Source: an optimization exercise on an open RTL-to-GDS flow (aim: small area, a short achievable clock period and few clock cycles per item). Production flows keep margins and buffers that such runs may drop.
The RTL was checked by simulation tests, not by an equivalence proof against the original design.

Setup of red:
==> flow/design.v (excerpt) <==
module si570_math
(
    input             clk, resetn,
    input      [47:0] old_si570_regs,
    output     [47:0] new_si570_regs,
    output     [31:0] fxtal,
    input             start,
    output            idle
);
For scale: roughly 3100 cells after synthesis, roughly 130 I/O pins, ~24000 um2 of cells after synthesis.
clock: 6.5 ns
lec_check: 0
abc_area: 1
abc_clock_period_in_ps: 3500
cap_margin: 20
core_margin: 2
core_utilization: 55
setup_slack_margin: 3.0
slew_margin: 20
run.sh (not shown) runs the stock make flow with config.mk's settings and CLKGATE_MAP_FILE= SYNTH_SCRIPT=/design/flow/synth_recipe.tcl, a recipe that flattens the netlist after the stock synthesis.
Testbench counts of red, summed over its fixed seeds: cycles 7,572, items 384.
> inputs changed (red -> blue)
--- a/flow/config.mk
+++ b/flow/config.mk
@@ -6,9 +6,7 @@
 export NUM_CORES = 4
 export LEC_CHECK = 0
-export ABC_AREA = 1
-export ABC_CLOCK_PERIOD_IN_PS = 3500
 export CAP_MARGIN = 20
 export CORE_MARGIN = 2
 export CORE_UTILIZATION = 55
-export SETUP_SLACK_MARGIN = 3.0
+export SETUP_SLACK_MARGIN = 2.5
 export SLEW_MARGIN = 20
Findings:
blue vs red: clock insertion delay at the later pin of the skew report down. Diff red -> blue: aggregate routed wire length saw a decrease. Comparing blue and red, the higher multi-input gate share of total cell area was measured on blue. | design area | blue vs red | better |. Compared with red, blue shows a higher area growth from synthesis to layout. blue reports a lower setup slack than red does.
Here is what was changed in the inputs of green compared with blue.
--- a/flow/config.mk
+++ b/flow/config.mk
@@ -6,4 +6,6 @@
 export NUM_CORES = 4
 export LEC_CHECK = 0
+export ABC_AREA = 1
+export ABC_CLOCK_PERIOD_IN_PS = 4000
 export CAP_MARGIN = 20
 export CORE_MARGIN = 2
==> notes.md <==

---

si570_math again, from the RTL that the note above started with.
Settings: LEC_CHECK=0, ABC_AREA=1, ABC_CLOCK_PERIOD_IN_PS=4000, CAP_MARGIN=20, CELL_PAD_IN_SITES_DETAIL_PLACEMENT=0, CELL_PAD_IN_SITES_GLOBAL_PLACEMENT=0, CORE_MARGIN=2, CORE_UTILIZATION=55, SETUP_SLACK_MARGIN=2.5, SLEW_MARGIN=20; clock period 6.5 ns.
Testbench counts at the start, summed over its fixed seeds: cycles 7,572, items 384.
Change:
- CELL_PAD_IN_SITES_DETAIL_PLACEMENT: 0 -> not set
- CELL_PAD_IN_SITES_GLOBAL_PLACEMENT: 0 -> not set
- CORE_UTILIZATION: 55 -> 50
Effect: Global-route usage drops by 2.5 points. Wire length climbs by 2.3%. Setup slack gets worse by 0.044 ns. Via count hardly moves. Cell area climbs by 1.7%. Non-clock buffer count climbs by 12. Sequential share of layout area drops by 0.34 points. Final cell count climbs by 2.1%.
Change:
- ABC_AREA: 1 -> not set
- ABC_CLOCK_PERIOD_IN_PS: 4000 -> not set
- CORE_UTILIZATION: 50 -> 55
- SETUP_SLACK_MARGIN: 2.5 -> 2.0
Result: The new run ran to the end with no violations. Synthesized cell count goes down by 24%. Final area shrinks by 4.8%.
Change:
- ABC_AREA: not set -> 1
- ABC_CLOCK_PERIOD_IN_PS: not set -> 4000
- CORE_UTILIZATION: 55 -> 50
- SETUP_SLACK_MARGIN: 2.0 -> 2.2
=> The new run passed the timing, design-rule and antenna checks. Wire length rose by 5.5%. Setup slack gets better by 0.50 ns. Count of clock-buffer cells in the layout is lower by 1. Global-route usage shrinks by 3.3 points. Clock skew barely changes. Fmax increases by 12%.
Change:
- ABC_AREA: 1 -> not set
- ABC_CLOCK_PERIOD_IN_PS: 4000 -> not set
- CORE_UTILIZATION: 50 -> 55
- SETUP_SLACK_MARGIN: 2.2 -> 1.5
Outcome:
- worst setup slack gets worse by 0.71 ns
- wire length goes down by a little under a tenth
- area after synthesis shrinks by a few percent
- die area is lower by roughly a tenth
- final area fell by a few percent
- fmax decreases by about a fifth

---

si570_math again, from the RTL that the note above started with.
clock: 6.5 ns
lec_check: 0
abc_area: 1
abc_clock_period_in_ps: 4000
cap_margin: 20
core_margin: 2
core_utilization: 55
cts_cluster_diameter: 80
cts_cluster_size: 30
setup_slack_margin: 2.5
slew_margin: 20
The starting point ran to the end with no violations.
Testbench counts at the start, summed over its fixed seeds: cycles 7,572, items 384.
Change:
CORE_UTILIZATION = 65   (was 55)
CTS_CLUSTER_DIAMETER = unset   (was 80)
CTS_CLUSTER_SIZE = unset   (was 30)
PLACE_DENSITY = 0.72   (was unset)
Outcome: Cell area is higher slightly. Fmax shrinks by a few percent. Routed wire length hardly moves. Synthesized cell count does not change. Setup slack loses 0.092 ns. Synthesized area is unchanged.
Change:
CORE_UTILIZATION = 55   (was 65)
PLACE_DENSITY = unset   (was 0.72)
SETUP_SLACK_MARGIN = 2.7   (was 2.5)
Effect: Worst setup slack is better by 0.036 ns. Non-clock buffer count rises by 11. Global-route usage decreases by 4.8 points. Wire length grows by 2.0%. Utilization went down by 12 points. Via count decreases by 2.4%. Cell area came out higher by 1.2%. Die area increases by 18%. Worst hold slack improved by 0.0079 ns. Clock skew goes down by 0.011 ns. Maximum frequency goes up by 0.91%.
Change:
CTS_CLUSTER_DIAMETER = 100   (was unset)
CTS_CLUSTER_SIZE = 40   (was unset)
SETUP_SLACK_MARGIN = 2.5   (was 2.7)
After rerunning:
- The changed run finished clean
- count of clock-buffer cells in the layout fell by 22
- wire length fell by 2.2%
- die area stays the same
- global-route usage came out lower by 0.50 points
- non-clock buffer count fell by 29
- clock skew went up by 0.0095 ns

---

Another version of the RTL of si570_math (not shown whole).
Size in the first run: about 240 flip-flops, roughly 130 I/O pins, ~24000 um^2 of cells after synthesis.
Settings: LEC_CHECK=0, ABC_AREA=1, ABC_CLOCK_PERIOD_IN_PS=4000, CAP_MARGIN=20, CORE_MARGIN=2, CORE_UTILIZATION=55, SETUP_SLACK_MARGIN=2.5, SLEW_MARGIN=20; clock period 6.5 ns.
The baseline completed without violations.
Testbench counts at the start, summed over its fixed seeds: cycles 7,572, items 384.
Next try:
- ABC_AREA: 1 -> not set
- ABC_CLOCK_PERIOD_IN_PS: 4000 -> not set
- SETUP_SLACK_MARGIN: 2.5 -> 2.0
Result:
- utilization is about the same
- final cell count went down by 19%
- die area goes down by 3.5%
- synthesized cell count came out lower by 22%
- routed wire length increases by 5.1%
- critical path depth decreases by 4

what the ideal ports hide:
Ports are ideal in the flow. The routed layouts listed here were re-timed in OpenROAD.
Step 1 (the two cells are an assumption about what drives the block):
set clk [get_ports {clk}]
set_driving_cell -lib_cell sky130_fd_sc_hd__clkbuf_16 $clk
set_driving_cell -lib_cell sky130_fd_sc_hd__buf_2 [delete_from_list [all_inputs] $clk]
Step 2 moves the port delays by t, midway between the first and last clock arrival at a register: inputs arrive t later, outputs are due t later. That takes back most of the time a late clock gives input paths.
a / b / c = ideal / step 1 / step 2; a / b = the first two.
| run | shift t [ns] | setup WS [ns] | worst setup path after step 2 |
|---|---|---|---|
| red | 0.653 | 2.557 / 2.557 / 2.088 | input to register |
| blue | 0.634 | 1.802 / 1.802 / 1.802 | register to register |
| green | 0.630 | 2.582 / 2.582 / 2.039 | input to register |
| the first run of note 2 | 0.630 | 2.582 / 2.582 / 2.039 | input to register |
| the second run of note 2 | 0.647 | 2.539 / 2.539 / 2.033 | input to register |
| the third run of note 2 | 0.639 | 1.831 / 1.831 / 1.529 | input to register |
| the fourth run of note 2 | 0.647 | 2.327 / 2.363 / 1.716 | input to register |
| the fifth run of note 2 | 0.645 | 1.617 / 1.617 / 1.162 | input to register |
| the first run of note 3 | 0.621 | 2.580 / 2.580 / 2.050 | input to register |
| the second run of note 3 | 0.623 | 2.487 / 2.487 / 2.014 | input to register |
| the third run of note 3 | 0.641 | 2.523 / 2.523 / 2.089 | input to register |
| the fourth run of note 3 | 0.603 | 2.513 / 2.513 / 2.064 | input to register |
| the first run of note 4 | 0.647 | 2.427 / 2.427 / 2.020 | input to register |
| the second run of note 4 | 0.644 | 2.004 / 2.004 / 1.558 | input to register |
After both steps setup and hold are still met in every run listed. The setup slack of the fourth run of note 2, which loses most, moves by +0.036 ns with the drivers and by -0.611 ns with both steps.
